Context: an optimization exercise on an open-source flow, tuned for small area and a short achievable clock period. The choices shown serve that exercise and are no tape-out recipe.
The RTL was checked by simulation tests, not by an equivalence proof against the original design.
Power and IR drop assume default switching activity.

// OE_Sort
module OE_Sort #(
    parameter BIT_WIDTH = 8,
    parameter N = 16
    )
(
    input clk,
    input rst,
    input in_valid,
    input [BIT_WIDTH*N-1:0] list,
    output out_valid,
    output [BIT_WIDTH*N-1:0] sorted_list
    );
reg [8:0] valid_pipe;
always @(posedge clk)
    if (rst) valid_pipe <= 9'b0;
    else valid_pipe <= {valid_pipe[7:0], in_valid};
assign out_valid = valid_pipe[8];
wire lt_0_0_13;
Compare_and_Swap #(.BIT_WIDTH(8)) cmp_0 (.a(list[7:0]), .b(list[111:104]), .a_lt_b(lt_0_0_13));
wire [7:0] x0_0 = lt_0_0_13 ? list[111:104] : list[7:0];
wire [7:0] x0_13 = lt_0_0_13 ? list[7:0] : list[111:104];
wire lt_1_1_12;
Compare_and_Swap #(.BIT_WIDTH(8)) cmp_1 (.a(list[15:8]), .b(list[103:96]), .a_lt_b(lt_1_1_12));
wire [7:0] x1_1 = lt_1_1_12 ? list[103:96] : list[15:8];
wire [7:0] x1_12 = lt_1_1_12 ? list[15:8] : list[103:96];
wire lt_2_2_15;
Compare_and_Swap #(.BIT_WIDTH(8)) cmp_2 (.a(list[23:16]), .b(list[127:120]), .a_lt_b(lt_2_2_15));
wire [7:0] x2_2 = lt_2_2_15 ? list[127:120] : list[23:16];
wire [7:0] x2_15 = lt_2_2_15 ? list[23:16] : list[127:120];
wire lt_3_3_14;
Compare_and_Swap #(.BIT_WIDTH(8)) cmp_3 (.a(list[31:24]), .b(list[119:112]), .a_lt_b(lt_3_3_14));
wire [7:0] x3_3 = lt_3_3_14 ? list[119:112] : list[31:24];
wire [7:0] x3_14 = lt_3_3_14 ? list[31:24] : list[119:112];
wire lt_4_4_8;
Compare_and_Swap #(.BIT_WIDTH(8)) cmp_4 (.a(list[39:32]), .b(list[71:64]), .a_lt_b(lt_4_4_8));
wire [7:0] x4_4 = lt_4_4_8 ? list[71:64] : list[39:32];
  ...
Size in the first run: about 6,100 cells after synthesis, about 1,200 flip-flops, ~260 I/O pins.
clock: 2.5 ns
lec_check: 0
abc_area: 1
cap_margin: 20
core_margin: 2
core_utilization: 65
cts_cluster_diameter: 60
cts_cluster_size: 20
setup_slack_margin: 0.8
slew_margin: 20
standard.sh (not shown) runs the stock make flow with config.mk's settings and CLKGATE_MAP_FILE= SYNTH_SCRIPT=/design/flow/synth_recipe.tcl, a recipe that flattens the netlist after the stock synthesis.
==> flow/flow/run.sh <==
#!/bin/bash
# The standard layout (the standard.sh, ORFS from synthesis to finish), except that
# buffer_ports gives every input and output port a sky130_fd_sc_hd__buf_1 instead of the
# delay buffer (clkdlybuf4s50_1) it picks by default. Each ORFS step keeps its own log under
# orfs/logs/; make's full output goes to standard.log here.
set -euo pipefail
export BUFFER_PORTS_ARGS="-buffer_cell sky130_fd_sc_hd__buf_1"
bash standard.sh finish > standard.log 2>&1
The baseline finished with timing, DRC and antenna clean.
Rerun with:
CTS_CLUSTER_DIAMETER = 80   (was 60)
CTS_CLUSTER_SIZE = 30   (was 20)
SETUP_SLACK_MARGIN = 0.7   (was 0.8)
What happened: Design area shrinks by a few percent. Utilization shrinks by 1.6 points. Clock skew grows by 0.013 ns. Setup slack degrades by 0.017 ns.

tundra:
OE_Sort again, from the RTL that the note above started with.
clock: 2.5 ns
lec_check: 0
abc_area: 1
cap_margin: 20
core_margin: 2
core_utilization: 65
cts_cluster_diameter: 80
cts_cluster_size: 30
setup_slack_margin: 0.9
slew_margin: 20
Scripts as last shown in full above: flow/flow/run.sh
> inputs changed (tundra -> zinc)
# tundra
export LEC_CHECK = 0
export ABC_AREA = 1
export CAP_MARGIN = 20
export CORE_MARGIN = 2
export CORE_UTILIZATION = 65
export CTS_CLUSTER_DIAMETER = 80
export CTS_CLUSTER_SIZE = 30
export SETUP_SLACK_MARGIN = 0.9
export SLEW_MARGIN = 20
create_clock -name core_clock -period 2.5 [get_ports {clk}]
# zinc
export LEC_CHECK = 0
export ABC_AREA = 1
export CAP_MARGIN = 20
export CORE_MARGIN = 2
export CORE_UTILIZATION = 65
export CTS_CLUSTER_DIAMETER = 80
export CTS_CLUSTER_SIZE = 30
export SETUP_SLACK_MARGIN = 0.8
export SLEW_MARGIN = 20
create_clock -name core_clock -period 2.5 [get_ports {clk}]
==> flow/run.sh (new file) <==
#!/bin/bash
# synth_recipe.tcl (not shown) runs the flow's synth.tcl, then flattens the netlist and writes it again
# the make line also repeats each setting of config.mk as NAME=value (left out here)
make -C /OpenROAD-flow-scripts/flow DESIGN_CONFIG=/design/flow/config.mk WORK_HOME=/design/flow/orfs CLKGATE_MAP_FILE= SYNTH_SCRIPT=/design/flow/synth_recipe.tcl finish
removed: flow/flow/run.sh
removed: flow/standard.sh
Findings:
In the flow results for zinc and tundra, the power density over the cells is smaller on zinc.
Diff tundra..zinc | area of the die | unchanged
Final period demand of the worst path ends up lower on tundra.
zinc: hold slack is 0.29 ns higher than what tundra reported.
tundra → zinc: total global routing track utilization grew by 0.22 points, overall power shrank by 1500 uW.
Routed wire in zinc totals less than in tundra.
For the smallest setup slack after layout, zinc came in 0.067 ns lower than tundra did.
Core util | zinc vs tundra | zinc lower
diff inputs: zinc => onyx
# zinc
export LEC_CHECK = 0
export ABC_AREA = 1
export CAP_MARGIN = 20
export CORE_MARGIN = 2
export CORE_UTILIZATION = 65
export CTS_CLUSTER_DIAMETER = 80
export CTS_CLUSTER_SIZE = 30
export SETUP_SLACK_MARGIN = 0.8
export SLEW_MARGIN = 20
create_clock -name core_clock -period 2.5 [get_ports {clk}]
# onyx
export LEC_CHECK = 0
export ABC_AREA = 1
export CAP_MARGIN = 20
export CORE_MARGIN = 2
export CORE_UTILIZATION = 65
export CTS_CLUSTER_DIAMETER = 80
export CTS_CLUSTER_SIZE = 30
export SETUP_SLACK_MARGIN = 1.0
export SLEW_MARGIN = 20
create_clock -name core_clock -period 2.5 [get_ports {clk}]
==> flow/flow/run.sh (new file) <==
#!/bin/bash
# The standard layout (the standard.sh, ORFS from synthesis to finish), except that
# buffer_ports gives every input and output port a sky130_fd_sc_hd__buf_1 instead of the
# delay buffer (clkdlybuf4s50_1) it picks by default. Each ORFS step keeps its own log under
# orfs/logs/; make's full output goes to standard.log here.
set -euo pipefail
export BUFFER_PORTS_ARGS="-buffer_cell sky130_fd_sc_hd__buf_1"
bash standard.sh finish > standard.log 2>&1
==> flow/standard.sh (new file) <==
#!/bin/bash
# synth_recipe.tcl (not shown) runs the flow's synth.tcl, then flattens the netlist and writes it again
# the make line also repeats each setting of config.mk as NAME=value (left out here)
make -C /OpenROAD-flow-scripts/flow DESIGN_CONFIG=/design/flow/config.mk WORK_HOME=/design/flow/orfs CLKGATE_MAP_FILE= SYNTH_SCRIPT=/design/flow/synth_recipe.tcl "${@:-finish}"
removed: flow/run.sh
### Flow results
Delta(post-route fraction of the period consumed by the critical path, onyx - zinc) < 0. Looking at classification of the worst setup path, the flop to primary output result is from onyx; the flop to flop one comes from zinc. Final cell count up 206 in onyx wrt zinc. onyx does better than zinc on final critical delay including setup and external delays. Compared with zinc, fmax in onyx increased by a few percent.
The following lists how maple was set up differently from onyx:
# onyx
export LEC_CHECK = 0
export ABC_AREA = 1
export CAP_MARGIN = 20
export CORE_MARGIN = 2
export CORE_UTILIZATION = 65
export CTS_CLUSTER_DIAMETER = 80
export CTS_CLUSTER_SIZE = 30
export SETUP_SLACK_MARGIN = 1.0
export SLEW_MARGIN = 20
create_clock -name core_clock -period 2.5 [get_ports {clk}]
# maple
export LEC_CHECK = 0
export ABC_AREA = 1
export CAP_MARGIN = 20
export CORE_MARGIN = 2
export CORE_UTILIZATION = 80
export CTS_CLUSTER_DIAMETER = 80
export CTS_CLUSTER_SIZE = 30
export SETUP_SLACK_MARGIN = 0.8
export SLEW_MARGIN = 20
create_clock -name core_clock -period 2.5 [get_ports {clk}]
Results
Sort maple and onyx by layout overhead on the synthesized area asc -> top: maple. In the flow results for maple and onyx, the initial antenna violation count is larger on maple. Non-clock buffer count: lower on maple. Cmp maple and onyx / required time reported for the critical path endpoint / lower: onyx. The clock buffer count from CTS of maple falls short of that of onyx by about 4%. In the flow results for maple and onyx, the count of buffering cells on the critical path with inverters included is smaller on onyx. Measured against each other, maple and onyx differ in combined flip-flop and latch cell area, the higher figure coming from onyx. In maple the count of cells resized by post-cts repair turned out 247 lower than in onyx. The wire length on met1 in maple sits 5.5% below the value recorded for onyx. onyx ended up with flop to primary output as its class of the most critical setup path; maple ended up with flop to flop.
The following lists how umber was set up differently from maple:
# maple
export LEC_CHECK = 0
export ABC_AREA = 1
export CAP_MARGIN = 20
export CORE_MARGIN = 2
export CORE_UTILIZATION = 80
export CTS_CLUSTER_DIAMETER = 80
export CTS_CLUSTER_SIZE = 30
export SETUP_SLACK_MARGIN = 0.8
export SLEW_MARGIN = 20
create_clock -name core_clock -period 2.5 [get_ports {clk}]
# umber
export LEC_CHECK = 0
export ABC_AREA = 1
export CAP_MARGIN = 20
export CORE_MARGIN = 2
export CORE_UTILIZATION = 65
export CTS_CLUSTER_DIAMETER = 80
export CTS_CLUSTER_SIZE = 30
export SETUP_SLACK_MARGIN = 0.85
export SLEW_MARGIN = 20
create_clock -name core_clock -period 2.5 [get_ports {clk}]
--- outcome ---
umber went all the way through the flow, and no timing, DRC or antenna check failed.
maple → umber: area enclosed by the die boundary rose by 23%, die width rose by 26 um.
After detailed routing, maple needs more wire than umber.
The higher die boundary height of umber and maple is in umber.
Between umber and maple, it is umber whose maximum single-stage delay on the critical path is lower, by 0.04 ns.
Here is what was changed in the inputs of amber compared with umber.
# umber
export LEC_CHECK = 0
export ABC_AREA = 1
export CAP_MARGIN = 20
export CORE_MARGIN = 2
export CORE_UTILIZATION = 65
export CTS_CLUSTER_DIAMETER = 80
export CTS_CLUSTER_SIZE = 30
export SETUP_SLACK_MARGIN = 0.85
export SLEW_MARGIN = 20
create_clock -name core_clock -period 2.5 [get_ports {clk}]
# amber
export LEC_CHECK = 0
export ABC_AREA = 1
export CAP_MARGIN = 20
export CORE_MARGIN = 2
export CORE_UTILIZATION = 65
export CTS_CLUSTER_DIAMETER = 80
export CTS_CLUSTER_SIZE = 30
export SETUP_SLACK_MARGIN = 0.8
export SLEW_MARGIN = 20
create_clock -name core_clock -period 2.5 [get_ports {clk}]
--- outcome ---
In amber, the wire length on met1 came out 1.4% below the value in umber. Layout buffer count excluding clock buffers, umber and amber: higher on umber. Measured against each other, umber and amber differ in part of the power in registers, the higher figure coming from amber.

==> separate check: timing with driven ports <==
The results above use ideal ports. As a check the final layouts listed here were re-extracted and re-timed, cells and wires unchanged. Step 1 sets driving cells, clkbuf_16 on the clock port and buf_2 on the other inputs (assumed; they add their load-dependent delay and slew). Step 2, shift: input delay + t, output delay - t, t = (earliest + latest rising clock arrival at the registers) / 2. This alone moves slack from input paths to output paths. Slacks: ideal ports / drivers / drivers and shift; pairs: ideal ports / drivers.
run | t, ns | slack for setup (ns) | hold slack, ns | worst setup path at the end | slew at the worst register clock pin (ns)
the first run of note 1 | 0.700 | 0.819 / 0.792 / 0.513 | 0.055 / 0.019 / 0.324 | input to register | 0.08 / 0.08
the second run of note 1 | 0.706 | 0.803 / 0.795 / 0.498 | 0.044 / 0.006 / 0.321 | input to register | 0.11 / 0.11
tundra | 0.706 | 0.887 / 0.818 / 0.496 | 0.043 / 0.008 / 0.316 | input to register | 0.11 / 0.11
zinc | 0.699 | 0.820 / 0.770 / 0.280 | 0.330 / 0.330 / 0.330 | input to register | 0.11 / 0.11
onyx | 0.710 | 0.885 / 0.814 / 0.490 | 0.042 / 0.003 / 0.315 | input to register | 0.11 / 0.11
maple | 0.696 | 0.777 / 0.768 / 0.490 | 0.036 / -0.009 / 0.333 | input to register | 0.12 / 0.12
umber | 0.708 | 0.873 / 0.817 / 0.490 | 0.039 / 0.002 / 0.322 | input to register | 0.11 / 0.11
amber | 0.706 | 0.865 / 0.796 / 0.495 | 0.044 / 0.007 / 0.321 | input to register | 0.11 / 0.11
After both steps setup and hold are still met in every run listed. For zinc, which loses most, drivers alone change the setup slack by -0.050 ns; drivers and shift together by -0.540 ns.
